Context: an optimization exercise on an open-source flow, tuned for small area. The choices shown serve that exercise and are no tape-out recipe.
The RTL was checked by simulation tests, not by an equivalence proof against the original design.
Power figures rest on the tool's default switching activity, not on a simulated workload.

12-03:
==> flow/design.v <==
module fpadd_top (
    input  wire        clk,
    input  wire [31:0] a,
    input  wire [31:0] b,
    output reg  [31:0] y
);
    reg  [31:0] a_q, b_q;
    wire        s_w;
    wire [7:0]  e_w;
    wire [22:0] f_w;
    fp_adder u_add (
        .sign1(a_q[31]), .sign2(b_q[31]),
        .exp1(a_q[30:23]), .exp2(b_q[30:23]),
        .frac1(a_q[22:0]), .frac2(b_q[22:0]),
        .sign_out(s_w), .exp_out(e_w), .frac_out(f_w)
    );
    always @(posedge clk) begin
        a_q <= a;
        b_q <= b;
        y   <= {s_w, e_w, f_w};
    end
endmodule

module fp_adder(
    input wire sign1,sign2,
    input wire[7:0] exp1,exp2,
    input wire [22:0] frac1,frac2,
    output wire sign_out,
    output wire [7:0] exp_out,
    output wire [22:0] frac_out
);
    wire [8:0] ed  = {1'b0,exp1} - {1'b0,exp2};
    wire       elt = ed[8];                  
    wire       eeq = ~|ed[7:0];
    wire       fgt = frac1 > frac2;
    wire       gt  = eeq ? fgt : ~elt;       
    wire [7:0] eb  = elt ? exp2 : exp1;
    wire [7:0] d   = elt ? (exp2 - exp1) : ed[7:0];
    wire       hi  = |d[7:5];
    wire        sb = gt ? sign1 : sign2;
    wire [23:0] fb = gt ? {1'b1,frac1} : {1'b1,frac2};
    wire [23:0] fs = gt ? {1'b1,frac2} : {1'b1,frac1};
    wire [23:0] r0 = (d[4] | hi) ? {16'd0, fs[23:16]} : fs;
    wire [23:0] r1 = (d[3] | hi) ? {8'd0, r0[23:8]} : r0;
    wire [23:0] r2 = d[2] ? {4'd0, r1[23:4]} : r1;
    wire [23:0] r3 = d[1] ? {2'd0, r2[23:2]} : r2;
    wire [23:0] fa = d[0] ? {1'd0, r3[23:1]} : r3;
    wire        sub = sign1 ^ sign2;
    wire [24:0] sum = {1'b0,fb} + {sub,fa ^ {24{sub}}} + {24'd0,sub};
    wire [31:0] x = {sum, 7'h00};
    wire [15:0] v1; wire [15:0] c1;
    genvar i;
    for (i=0;i<16;i=i+1) begin: l1
        assign v1[i] = x[2*i+1] | x[2*i];
        assign c1[i] = ~x[2*i+1];
    end
    wire [7:0] v2; wire [15:0] c2;
    for (i=0;i<8;i=i+1) begin: l2
        assign v2[i] = v1[2*i+1] | v1[2*i];
        assign c2[2*i+1:2*i] = v1[2*i+1] ? {1'b0, c1[2*i+1]} : {1'b1, c1[2*i]};
    end
    wire [3:0] v3; wire [11:0] c3;
    for (i=0;i<4;i=i+1) begin: l3
        assign v3[i] = v2[2*i+1] | v2[2*i];
        assign c3[3*i+2:3*i] = v2[2*i+1] ? {1'b0, c2[4*i+3:4*i+2]} : {1'b1, c2[4*i+1:4*i]};
    end
    wire [1:0] v4; wire [7:0] c4;
    for (i=0;i<2;i=i+1) begin: l4
        assign v4[i] = v3[2*i+1] | v3[2*i];
        assign c4[4*i+3:4*i] = v3[2*i+1] ? {1'b0, c3[6*i+5:6*i+3]} : {1'b1, c3[6*i+2:6*i]};
    end
    wire [4:0] z = v4[1] ? {1'b0, c4[7:4]} : {1'b1, c4[3:0]};
    wire [24:0] n0 = z[4] ? {sum[8:0], 16'd0} : sum;
    wire [24:0] n1 = z[3] ? {n0[16:0], 8'd0} : n0;
    wire [24:0] n2 = z[2] ? {n1[20:0], 4'd0} : n1;
    wire [24:0] n3 = z[1] ? {n2[22:0], 2'd0} : n2;
    wire [24:0] n4 = z[0] ? {n3[23:0], 1'd0} : n3;
    wire zero = ~(v4[1] | v4[0]);
    wire [9:0] re9 = {2'b0,eb} + 10'd1 - {5'b0,z};
    wire [7:0] re = re9[7:0];
    wire flush = zero | re9[9];
    assign sign_out = sb & ~zero;
    assign exp_out  = flush ? 8'd0 : re;
    assign frac_out = flush ? 23'd0 : n4[23:1];
endmodule
clock: 11.0 ns
lec_check: 0
cap_margin: 20
core_margin: 2
core_utilization: 55
cts_buf_list: sky130_fd_sc_hd__clkbuf_4 sky130_fd_sc_hd__clkbuf_8
slew_margin: 20
standard.sh (not shown) runs the stock make flow with config.mk's settings and CLKGATE_MAP_FILE= SYNTH_SCRIPT=/design/flow/synth_recipe.tcl, a recipe that flattens the netlist after the stock synthesis.
==> flow/flow/run.sh <==
#!/bin/bash
# Own layout flow: the standard ORFS flow, with three changes:
#  - synthesis maps the combinational logic with an area-oriented ABC script (flow/area.abc),
#    without the Kogge-Stone adder map and without full-adder extraction;
#  - port buffers use sky130_fd_sc_hd__buf_1;
#  - everything else (floorplan, tapcells, PDN, placement, CTS, routing) is the standard flow.
set -euo pipefail
W=$(pwd)
FLOWDIR=$W/flow
# synthesis script: ORFS synth.tcl with the abc call using our script
sed -e "s|log_cmd abc {\*}\$abc_args|log_cmd abc {*}[lreplace \$abc_args 1 1 $FLOWDIR/area.abc]|" \
  "$FLOW_HOME/scripts/synth.tcl" > "$W/own_synth_core.tcl"
grep -q "$FLOWDIR/area.abc" "$W/own_synth_core.tcl"
sed -e "s|source \$::env(SCRIPTS_DIR)/synth.tcl|source $W/own_synth_core.tcl|" \
  "$W/synth_recipe.tcl" > "$W/own_synth.tcl"
grep -q own_synth_core "$W/own_synth.tcl"
# further make variables, one NAME=value per line
EXTRA=()
if [[ -f "$FLOWDIR/extra.mk" ]]; then mapfile -t EXTRA < <(grep -v '^#' "$FLOWDIR/extra.mk" | grep .); fi
bash "$W/standard.sh" SYNTH_SCRIPT="$W/own_synth.tcl" ADDER_MAP_FILE= \
  SYNTH_OPERATIONS_ARGS="-noshare" BUFFER_PORTS_ARGS="-buffer_cell sky130_fd_sc_hd__buf_1" \
  "${EXTRA[@]}" finish > "$W/flow_make.log" 2>&1
==> flow/flow/area.abc <==
strash
ifraig
dch
amap
topo
stime -c
buffer -c
upsize -c
dnsize -c
==> flow/flow/extra.mk <==
CTS_ARGS=-sink_clustering_enable -repair_clock_nets -dont_use_dummy_load -buf_list {sky130_fd_sc_hd__clkbuf_4 sky130_fd_sc_hd__clkbuf_8}
Input-level comparison between 07-10 and 12-03:
-- flow/design.v --
<<< 12-03, line 48
    wire        sub = sign1 ^ sign2;
    wire [24:0] sum = {1'b0,fb} + {sub,fa ^ {24{sub}}} + {24'd0,sub};
    wire [31:0] x = {sum, 7'h00};
    wire [15:0] v1; wire [15:0] c1;
    genvar i;
>>> 07-10, line 48
    wire        sub = sign1 ^ sign2;
    wire [24:0] sum = {1'b0,fb} + {sub,fa ^ {24{sub}}} + {24'd0,sub};
    wire [31:0] x = {sum, 7'h7f};
    wire [15:0] v1; wire [15:0] c1;
    genvar i;
<<< 12-03, line 76
    wire [24:0] n3 = z[1] ? {n2[22:0], 2'd0} : n2;
    wire [24:0] n4 = z[0] ? {n3[23:0], 1'd0} : n3;
    wire zero = ~(v4[1] | v4[0]);
    wire [9:0] re9 = {2'b0,eb} + 10'd1 - {5'b0,z};
    wire [7:0] re = re9[7:0];
    wire flush = zero | re9[9];
    assign sign_out = sb & ~zero;
    assign exp_out  = flush ? 8'd0 : re;
>>> 07-10, line 76
    wire [24:0] n3 = z[1] ? {n2[22:0], 2'd0} : n2;
    wire [24:0] n4 = z[0] ? {n3[23:0], 1'd0} : n3;
    wire zero = ~|sum;
    wire [23:0] m = (eb >= 8'd23) ? 24'hffffff : ~(24'h7fffff >> eb[4:0]);
    wire flush = ~sum[24] & ~|(sum[23:0] & m);
    wire [7:0] re = eb + 8'd1 - {3'b0,z};
    assign sign_out = sb & ~zero;
    assign exp_out  = flush ? 8'd0 : re;
--- outcome ---
In the metrics for 12-03 and 07-10, the one carrying the lower post-synthesis instance total is 12-03. 12-03 ended up with y[6] as its last element of the critical path; 07-10 ended up with y[30]. 07-10 vs 12-03: fraction of power consumed by the clock network down in 07-10. Core util | 07-10 vs 12-03 | 07-10 higher. The lower global-route met2 utilization of 12-03 and 07-10 is in 07-10. For power in the clock group, 12-03 and 07-10 come out practically identical. Delta(critical-path maximum fanout, 07-10 - 12-03) > 0. Diff 12-03 -> 07-10 | fraction of power consumed by combinational cells | increase of 2.0 points. Delta (07-10 minus 12-03): sum of internal, switching and leakage power higher; smallest hold slack up 0.20 ns. Comparing the two runs side by side, 07-10 comes out behind 12-03 on worst setup slack. Instance count on the critical path shrinks by a few percent when moving from 12-03 to 07-10.

## afterwards: timing with drivers on the ports
The results above use ideal ports. As a check the final layouts listed here were re-extracted and re-timed, cells and wires unchanged. Step 1: set_driving_cell puts a clkbuf_16 on clk and a buf_2 on each other input, an assumption about the parent block. Step 2 also shifts input and output timing later by t, the mid clock arrival at the registers, as if the neighbouring blocks saw the same clock. Three values: ideal ports, drivers, drivers and shift; two values: the first two.
run | shift t [ns] | setup slack, ns | worst slew at a driven data input, ns
12-03 | 0.412 | 0.905 / 0.905 / 0.905 | 0.04
07-10 | 0.412 | 0.761 / 0.761 / 0.761 | 0.03
After both steps every run listed still meets setup and hold.
